From an optimization exercise on the open Yosys and OpenROAD flow, aimed at small area, a short achievable clock period and few clock cycles per item; shortcuts taken in it are not production practice. In this exercise RTL edits were held to simulation tests only and were not proved equivalent to the original. Power and IR drop assume default switching activity.

==> design/flow/design.v <==
module DT(
	input 			clk, 
	input			reset,
	output	reg		done ,
	output	reg		sti_rd ,
	output	reg 	[9:0]	sti_addr ,
	input		[15:0]	sti_di,
	output	reg		res_wr ,
	output	reg		res_rd ,
	output	reg 	[13:0]	res_addr ,
	output	reg 	[7:0]	res_do,
	input		[7:0]	res_di
	);
parameter IDLE = 0,
		  READ = 1,
		  READ_DATA = 2,
		  DATA_WRITE = 3,
		  WRITE_DONE = 4,
		  ADR_CTR = 5,
		  GET_CTR = 6,
		  GET_NW = 7,
		  GET_N = 8,
		  GET_NE = 9,
		  GET_W = 10,
		  CAL_FWP = 11,
		  WRTIE_FWP = 12,
		  WAIT_FWP = 13,
		  FWP_DONE = 14,
		  BWP_ADR_CTR = 15,
		  BWP_GET_CTR = 16,
		  BWP_GET_E = 17,
		  BWP_GET_SW = 18,
		  BWP_GET_S = 19,
		  BWP_GET_SE = 20,
		  CAL_BWP = 21,
		  WRTIE_BWP = 22,
		  WAIT_BWP = 23,
		  DONE = 24;
reg [ 24:0 ] cs,ns;
reg [3:0] cnt_delay;
	reg [7:0] for_NW;  
	reg [7:0] for_N;  
	reg [7:0] for_NE;  
	reg [7:0] for_W;  
	reg [7:0] for_ctr;  
	wire [7:0] for_comp1;
	wire [7:0] for_comp2;
	wire [7:0] for_min;
	assign for_comp1 = (for_NW <= for_N)? for_NW: for_N;
	assign for_comp2 = (for_NE <= for_W)? for_NE: for_W;
	assign for_min = (for_comp1 <= for_comp2)? (for_comp1 + 1'd1): (for_comp2 + 1'd1);
	wire [7:0] back_comp1;
	wire [7:0] back_comp2;
	wire [7:0] back_temp;
	wire [7:0] back_min;
	assign back_comp1 = (for_NW <= for_N)? for_NW: for_N;
	assign back_comp2 = (for_NE <= for_W)? for_NE: for_W;
	assign back_temp = (back_comp1 <= back_comp2)? (back_comp1 + 1'b1):(back_comp2 + 1'b1);
	assign back_min = (for_ctr <= back_temp)? (for_ctr): (back_temp);
	wire [13:0] ker_NW;
	wire [13:0] ker_N;
	wire [13:0] ker_NE;
	wire [13:0] ker_W;
	wire [13:0] ker_E;
	wire [13:0] ker_SW;
	wire [13:0] ker_S;
	wire [13:0] ker_SE;
	reg [13:0] ker_ctr;  
	assign ker_NW = ker_ctr - 14'd129;
	assign ker_N = ker_ctr - 14'd128;
	assign ker_NE = ker_ctr - 14'd127;
	assign ker_W = ker_ctr - 14'd1;
	assign ker_E = ker_ctr + 14'd1;
	assign ker_SW = ker_ctr + 14'd127;
	assign ker_S = ker_ctr + 14'd128;
	assign ker_SE = ker_ctr + 14'd129;
	always@(posedge clk or negedge reset) begin
		if(!reset) begin
			cs <= 'd0;
			cs[IDLE] <= 1'b1;
		end
		else cs <= ns;
	end
	always@(*)begin
		ns = 'd0;
		case(1'b1)
			cs[IDLE]: ns[READ] = 1'b1;
			cs[READ]: ns[READ_DATA] = 1'b1;
			cs[READ_DATA]: ns[DATA_WRITE] = 1'b1;
			cs[DATA_WRITE]:begin
				if( (res_addr == 14'd16383)) ns[WRITE_DONE] = 1'b1;
				else if(cnt_delay == 4'd15) ns[READ] = 1'b1;
				else ns[DATA_WRITE] = 1'b1;
			end
			cs[WRITE_DONE]: ns[ADR_CTR] = 1'b1;
			cs[ADR_CTR]: ns[GET_CTR] = 1'b1;
			cs[GET_CTR]: ns[GET_NW] = 1'b1;
			cs[GET_NW]: ns[GET_N] = 1'b1;
			cs[GET_N]: ns[GET_NE] = 1'b1;
			cs[GET_NE]: ns[GET_W] = 1'b1;
			cs[GET_W]: ns[CAL_FWP] = 1'b1;
			cs[CAL_FWP]: ns[WRTIE_FWP] = 1'b1;
			cs[WRTIE_FWP]: ns[WAIT_FWP] = 1'b1;
			cs[WAIT_FWP]: begin
				if(ker_ctr == 14'd16254) ns[FWP_DONE] = 1'b1;
				else ns[ADR_CTR] = 1'b1;
			end
			cs[FWP_DONE]: ns[BWP_ADR_CTR] = 1'b1;
			cs[BWP_ADR_CTR]: ns[BWP_GET_CTR] = 1'b1;
			cs[BWP_GET_CTR]: ns[BWP_GET_E] = 1'b1;
			cs[BWP_GET_E]: ns[BWP_GET_SW] = 1'b1;
			cs[BWP_GET_SW]: ns[BWP_GET_S] = 1'b1;
			cs[BWP_GET_S]: ns[BWP_GET_SE] = 1'b1;
			cs[BWP_GET_SE]: ns[CAL_BWP] = 1'b1;
			cs[CAL_BWP]: ns[WRTIE_BWP] = 1'b1;
			cs[WRTIE_BWP]: ns[WAIT_BWP] = 1'b1;
			cs[WAIT_BWP]:begin
				if(ker_ctr == 14'd129) ns[DONE] = 1'b1;
				else ns[BWP_ADR_CTR] = 1'b1;
			end
			cs[DONE]: ns[DONE] = 1'b1;
			default: ns[IDLE] = 1'b1;
		endcase
	end
	reg [15:0] line_di;
	reg [3:0] cnt;
	reg [13:0] res_addr_cnt;
	always@(posedge clk or negedge reset)begin
		if(!reset)begin
			done <= 'd0; 
			sti_rd <= 1'b0;
			sti_addr <= 'd0;
			res_wr <= 'd0;
			res_rd <= 'd0;
			res_addr <= 'd0;
			res_do <= 'd0;
			line_di <= 'd0;
			cnt <= 'd0;
			cnt_delay <= 'd0;
			res_addr_cnt <= 'd0;
			ker_ctr <= 14'd129;
			for_NW <= 'd0;
			for_N <= 'd0;
			for_NE <= 'd0;
			for_W <= 'd0;
			for_ctr <= 'd0;
			ker_ctr <= 14'd129;
		end
		else begin
			case(1'b1)
				cs[IDLE]:begin
				done <= 'd0; 
				sti_rd <= 1'b0;
				sti_addr <= 'd0;
				res_wr <= 'd0;
				res_rd <= 'd0;
				res_addr <= 'd0;
				res_do <= 'd0;
				line_di <= 'd0;
				cnt <= 'd0;
				cnt_delay <= 'd0;
				res_addr_cnt <= 'd0;
				for_ctr <= 'd0;
				for_NW <= 'd0;
				for_N <= 'd0;
				for_NE <= 'd0;
				for_W <= 'd0;
				end
				cs[READ]:begin	
					sti_rd <= 1'b1;
					res_wr <= 1'b0;
					cnt <= 'd0;
					cnt_delay <='d0;
				end
				cs[READ_DATA]:begin
					sti_rd <= 1'b0;
					sti_addr <= sti_addr + 1'b1;
					line_di [0] <= sti_di[15];
					line_di [1] <= sti_di[14];
                    line_di [2] <= sti_di[13];
                    line_di [3] <= sti_di[12];
                    line_di [4] <= sti_di[11];
                    line_di [5] <= sti_di[10];
                    line_di [6] <= sti_di[9];
                    line_di [7] <= sti_di[8];
                    line_di [8] <= sti_di[7];
                    line_di [9] <= sti_di[6];
                    line_di [10] <= sti_di[5];
                    line_di [11] <= sti_di[4];
                    line_di [12] <= sti_di[3];
                    line_di [13] <= sti_di[2];
                    line_di [14] <= sti_di[1];
                    line_di [15] <= sti_di[0];
					res_do <= line_di[0];
				end
				cs[DATA_WRITE]:begin
					res_wr <= (cnt_delay == 4'd15)? 1'b0:1'b1;
					res_addr <= res_addr_cnt;
					res_do <= line_di[cnt];
					cnt <= cnt + 1'b1;
					cnt_delay <= cnt;
					res_addr_cnt <= (cnt_delay == 4'd15)?(res_addr_cnt) :(res_addr_cnt+ 1'd1);
				end
				cs[WRITE_DONE]:begin 
					sti_rd <= 'd0;
					sti_addr <= 'd0;
					res_wr <= 'd0;
					res_rd <= 'd1;
					res_addr <= 14'd129;
					res_do <= 'd0;
					line_di <= 'd0;
					cnt <= 'd0;
					cnt_delay <= 'd0;
					res_addr_cnt <= 'd0;
					done <= 1'b0;
					ker_ctr <= 14'd129;
				end
				cs[ADR_CTR]:begin
					res_rd <= 1'd1;
					res_wr <= 1'd0;
					res_addr <= ker_ctr;
				end
				cs[GET_CTR]:begin
					res_addr <= ker_NW;
					for_ctr <= res_di;
				end
				cs[GET_NW]:begin
					res_addr <= ker_N;
					for_NW <= res_di;
				end
				cs[GET_N]:begin
					res_addr <= ker_NE;
					for_N <= res_di; 
				end
				cs[GET_NE]:begin
					res_addr <= ker_W;
					for_NE <= res_di;
				end
				cs[GET_W]:begin
					res_addr <= ker_ctr;
					res_rd <= 1'd0;
					for_W <= res_di;
				end
				cs[CAL_FWP]:begin
					res_do <= (for_ctr == 8'd0)? 8'd0 : for_min;
				end
				cs[WRTIE_FWP]:begin
					res_wr <= 1'b1;
					res_addr_cnt <= res_addr_cnt + 1'd1;
				end
				cs[WAIT_FWP]:begin
					res_wr <= 1'b0;
					if(res_addr_cnt == 14'd126)begin
						res_addr_cnt <= 'd0;
						ker_ctr <= ker_ctr + 14'd3;
					end
					else begin
						ker_ctr <= ker_ctr + 1'd1; 
					end
				end
				cs[FWP_DONE]:begin
					sti_rd <= 'd0;
					sti_addr <= 'd0;
					res_wr <= 'd0;
					res_rd <= 'd1;
					res_addr <= 14'd16254;
					res_do <= 'd0;
					line_di <= 'd0;
					cnt <= 'd0;
					cnt_delay <= 'd0;
					res_addr_cnt <= 'd0;
					done <= 1'b0;
					ker_ctr <= 14'd16254;
				end
				cs[BWP_ADR_CTR]:begin
					res_rd <= 1'd1;
					res_wr <= 1'd0;
					res_addr <= ker_ctr;
				end
				cs[BWP_GET_CTR]:begin
					res_addr <= ker_E;
					for_ctr <= res_di;
				end
				cs[BWP_GET_E]:begin
					res_addr <= ker_SW;
					for_NW <= res_di;
				end
				cs[BWP_GET_SW]:begin
					res_addr <= ker_S;
					for_N <= res_di; 
				end
				cs[BWP_GET_S]:begin
					res_addr <= ker_SE;
					for_NE <= res_di;
				end
				cs[BWP_GET_SE]:begin
					res_addr <= ker_ctr;
					res_rd <= 1'd0;
					for_W <= res_di;
				end
				cs[CAL_BWP]:begin
					res_do <= (for_ctr == 8'd0)? 8'd0 : back_min;
				end
				cs[WRTIE_BWP]:begin
					res_wr <= 1'b1;
					res_addr_cnt <= res_addr_cnt + 1'd1;
				end
				cs[WAIT_BWP]:begin
					res_wr <= 1'b0;
					if(res_addr_cnt == 14'd126)begin
						res_addr_cnt <= 'd0;
						ker_ctr <= ker_ctr - 14'd3;
					end
					else begin
						ker_ctr <= ker_ctr - 1'd1; 
					end
				end
				cs[DONE]:begin
					res_wr <= 1'd0;
					res_rd <= 1'd0;
					done <= 1'd1;
				end
			endcase
		end
	end
endmodule
==> design/flow/run.sh <==
#!/bin/bash
# synth_recipe.tcl (not shown) runs the flow's synth.tcl, then flattens the netlist and writes it again
# the make line also repeats each setting of config.mk as NAME=value (left out here)
make -C /OpenROAD-flow-scripts/flow DESIGN_CONFIG=/design/flow/config.mk WORK_HOME=/design/flow/orfs CLKGATE_MAP_FILE= SYNTH_SCRIPT=/design/flow/synth_recipe.tcl finish
==> design/flow/config.mk <==
export PLATFORM = sky130hd
export DESIGN_NAME = DT
export DESIGN_NICKNAME = DT
export VERILOG_FILES = /design/flow/design.v
export SDC_FILE = /design/flow/constraint.sdc
export NUM_CORES = 4
export LEC_CHECK = 0
export CAP_MARGIN = 20
export CORE_MARGIN = 2
export CORE_UTILIZATION = 40
export SLEW_MARGIN = 20
==> design/flow/constraint.sdc <==
create_clock -name core_clock -period 8.0 [get_ports {clk}]
set_input_delay 1.6000 -clock core_clock [delete_from_list [all_inputs] [get_ports {clk}]]
set_output_delay 1.6000 -clock core_clock [all_outputs]
set_load 0.01 [all_outputs]
==> impl_metrics.ini <==
[outcome]
status = finished clean

[route]
drt_iter0_markers = 1219
ant_nets = 0
dr.pass1.iters = 6
drc_errors = 0
wl_per_cell_um = 20.45
viasPerCell = 6.189
routed_wl_um = 36550
num_vias = 11060

[place]
post-place-cells = 1755
dp.final_hpwl_um = 25500
placed_cell_area_um2 = 12230
gp_congestion = 0.9250
port-buffer-count = 61

[clocking]
root_buffer = clkbuf_16
cts_sinks = 153
cts_tree = yes
cts_hold_buffers = 0
cts_resized = 0
h-tree-depth = 4
clock_latency_ps = 440
cts_setup_buffers = 0
clk_pin_slew_ps = 70
clockBufferDepth = 2
cts_buffers = 17

[worst_setup_path]
critPathCapture = res_do[3]
path_max_fanout = 17
cp.depth = 24
cp.arrival_ps = 6870
r2r-end = res_do[3]
worstSetupEndpointType = flop
cp_cell_sequence = ha_1 > nand4_1 > o32ai_2 > mux2i_1 > inv_1 > ha_1 > a21oi_1 > o21ai_0 > o22ai_1 > buf_4 > mux2i_1 > ha_1 > inv_1 > a211oi_1 > o21ai_0 > ha_1 > nand3_1 > o21bai_1 > a21oi_1 > a2111oi_0 > a211oi_1 > nor4_1 > a22oi_1 > o21ai_0
worst_path_most_repeated_cell = ha_1
crit_start = for_NW[6]
cp.required_ps = 8350
slowest_delay_ps = 960
regToRegSetupSlack_ps = 1480
slowest_stage = o32ai_2
rr_startpoint = for_NW[6]
crit_type = flop to flop
path_buf_inv = 3
start_kind = flop
critical-path-top-delay-family = compound AO/OA/AOI/OAI gates
worstRegToRegCells = 24

[synth]
ys_types = 80
synth_edf_count = 0
synthCells = 1402
syn_nets = 1473
syn_area_um2 = 11370
yosys_warnings = 1
syn_area_per_cell_um2 = 8.110
async_reset_ff_frac = 1.000
seq_area_frac_synth = 0.3371
synthFlopType = dfrtp_1
ys_ff_latch = 153

[power]
power.density_nw_per_um2 = 127.8
leakagePower_nw = 5.461
fin_total_pwr_mw = 1.637
switching_share = 0.2422
clkPwrFrac = 0.499
ir_worst_vdd_uv = 143.4
p_comb_frac = 0.025
p_switching_uw = 396.6
seq_power_share = 0.476
p_int_mw = 1.241

[global_routing]
grt_pass1_wl_um = 59160
grt_usage = 0.2455
grt_max_degree = 85
grt-ovfl-total = 0
grt_pass1_vias = 10480
antenna_found_initial = 0

[layout]
num_antenna_cells = 0
synthToLayoutAreaGrowth_pct = 12.66
fin_nets = 1467
nFillCells = 2760
multi_input_comb_area_um2 = 6928
finalInstanceArea_um2 = 12810
final_util = 0.4598
final_cells = 1787
register_area_um2 = 3832
layout-drive-gt1-share = 0.09439

[sta]
clock.fmax_mhz = 153.4
slew_headroom = 0.2789
slew_violations = 0
fin_skew_ps = 8.465
post-route-period-util = 0.8150
finalHoldViolations = 0
setup_viol = 0
final.min_clock_period_ps = 6520
tns_ps = 0
rsz0062_at_grt = false
worstMarginPinSlew_ps = 1082

[floorplan]
core_region_area_um2 = 27860
initial_utilization = 0.4081
die_w_um = 172.6
die_h_um = 172.6
die_area_um2 = 29790
ioPinCount = 62
fp-row-count = 61

[flow_run]
max_cap_violations = 0

[worst_hold_path]
min_path_type = flop to flop
min_delay_path_depth = 2
## placed cells by master, fill, tap and decap left out, drive strengths merged, types with 10 or more instances in the layout
cell type      netlist  final
dfrtp              150    150
o21ai              147    147
nand2              133    133
nor2               124    124
a21oi              103    103
clkdlybuf4s50        0     60
inv                 49     55
ha                  45     45
nor3                41     41
mux2                39     39
nand3               39     39
nor2b               33     33
nand4               30     30
a31oi               28     28
buf                 14     27
and3                22     22
clkbuf              98     19
mux2i               18     18
xnor2               18     18
a22o                18     18
xor2                15     15
nor4                13     13
a22oi               13     13
o31ai               13     13
a221oi              13     13
nand2b              11     11
o211ai              10     10
o22ai               10     10
## how the worst min path moves through the flow
stage | start | end | slack [ps]
3_5_place_dp | cnt_delay[0] | cnt_delay[0] | 460
3_3_place_gp | cnt_delay[0] | cnt_delay[0] | 460
4_1_cts | cnt_delay[0] | cnt_delay[0] | 480
5_1_grt | line_di[2] | line_di[2] | 510
6_report | cnt_delay[0] | cnt_delay[0] | 470
2_1_floorplan | cnt_delay[0] | cnt_delay[0] | 440
## tightest hold or removal path: cells and delay by family (launching register included)
family | cells | cell delay, ps
flops | 1 | 340
simple gates | 1 | 50
compound gates | 1 | 50
## synth_stat cells (7+ instances only)
master | instances | area, µm²
a22o_1 | 18 | 157.7
o21ai_1 | 8 | 40.04
ha_1 | 45 | 563.0
o211ai_1 | 10 | 75.07
clkbuf_1 | 98 | 367.9
mux2_2 | 39 | 439.2
a221oi_1 | 12 | 105.1
o21ai_0 | 138 | 690.7
a211oi_1 | 9 | 67.56
nor2_1 | 123 | 461.7
and2_1 | 8 | 50.05
and4_1 | 9 | 78.83
nand4_1 | 30 | 187.7
mux2i_1 | 18 | 180.2
nor3_1 | 41 | 205.2
a2111oi_0 | 8 | 70.07
a311oi_1 | 9 | 78.83
dfrtp_1 | 150 | 3754
nor4_1 | 13 | 81.33
inv_1 | 49 | 183.9
a221o_1 | 7 | 70.07
o31ai_1 | 12 | 90.09
a31oi_1 | 28 | 175.2
xor2_1 | 15 | 131.4
or2_2 | 9 | 56.30
buf_1 | 8 | 30.03
a22oi_1 | 13 | 97.59
xnor2_1 | 18 | 157.7
o41ai_1 | 8 | 70.07
a21oi_1 | 103 | 515.5
nor2b_1 | 33 | 206.5
nand2_1 | 132 | 495.5
nand3_1 | 38 | 190.2
nand2b_1 | 11 | 68.82
o22ai_1 | 10 | 62.56
and3_1 | 22 | 137.6
## per-layer routing
metal  vias to the layer above  routed length [µm]  track usage  share of wire
met5                         -                   0            0              0
met2                       450               16230       0.3737           0.44
met3                        65                2484      0.05101          0.068
met4                         0                1119      0.08796          0.031
met1                      5378               16710       0.3451           0.46
li1                       5167                   -            -              -
## per-stage QoR
step	hold slack [ps]	setup WS, ps
after floorplan	441.0	2055
after global placement	458.6	1652
after detailed placement	463.7	1527
after CTS	479.5	1495
after global routing	508.6	703.7
final	473.3	1480
## power by group through the flow
stage               logic (mW)  registers [mW]  clock network, mW
finish                  0.0406           0.780              0.817
global route            0.0462           0.780              0.866
CTS                     0.0424           0.780              0.831
detailed placement      0.0420           0.795                  0
global placement        0.0417           0.795                  0
floorplan              0.00860           0.794                  0
## kinds of logic (layout without fill, tap and decap cells)
kind of cell | count (synthesis) | after routing | synth area share
and+or+nand+nor | 496 | 496 | 0.2138
AOI/OAI and AO/OA | 450 | 450 | 0.2548
DFF | 153 | 153 | 0.3371
xor gates and xnor gates | 33 | 33 | 0.02542
muxes | 62 | 62 | 0.06438
buffers and inverters | 163 | 170 | 0.05502
adders and majority gates | 45 | 45 | 0.04952
## registers in the layout, summed over array words and instances, names as in the netlist, 4 cells and up
signal        cells
ker_ctr          14
for_NW            8
cnt_delay         4
for_ctr           8
sti_addr         10
cs               25
for_NE            8
res_addr         14
res_do            8
for_N             8
res_addr_cnt     14
cnt               4
for_W             8
line_di          16
## cell type report
cell class / count / area share
sequential: 153 / 0.2992
clock inverter: 13 / 0.01045
tap: 378 / 0.03693
inverter: 51 / 0.01495
multi-input combinational: 1086 / 0.5409
timing repair buffer: 87 / 0.06301
clock buffer: 19 / 0.03458
Testbench counts, summed over its fixed seeds: cycles 7,325,496, images 24.

[what the ideal ports hide]
How much do the figures lean on ideal ports? The routed layout below was timed once more, with nothing changed but the port constraints.
Step 1 sets driving cells, clkbuf_16 on the clock port and buf_2 on the other inputs (assumed; they add their load-dependent delay and slew).
Step 2 moves the port delays by t, midway between the first and last clock arrival at a register: inputs arrive t later, outputs are due t later. That takes back most of the time a late clock gives input paths.
Three values: ideal ports, drivers, drivers and shift; two values: the first two.
t (ns): 0.483
slack for setup (ns): 1.480 / 1.480 / 1.480
hold slack, ns: 0.473 / 0.473 / 0.473
After both steps this run still meets setup and hold. The setup slack of this run moves by 0.000 ns with the drivers and by 0.000 ns with both steps.
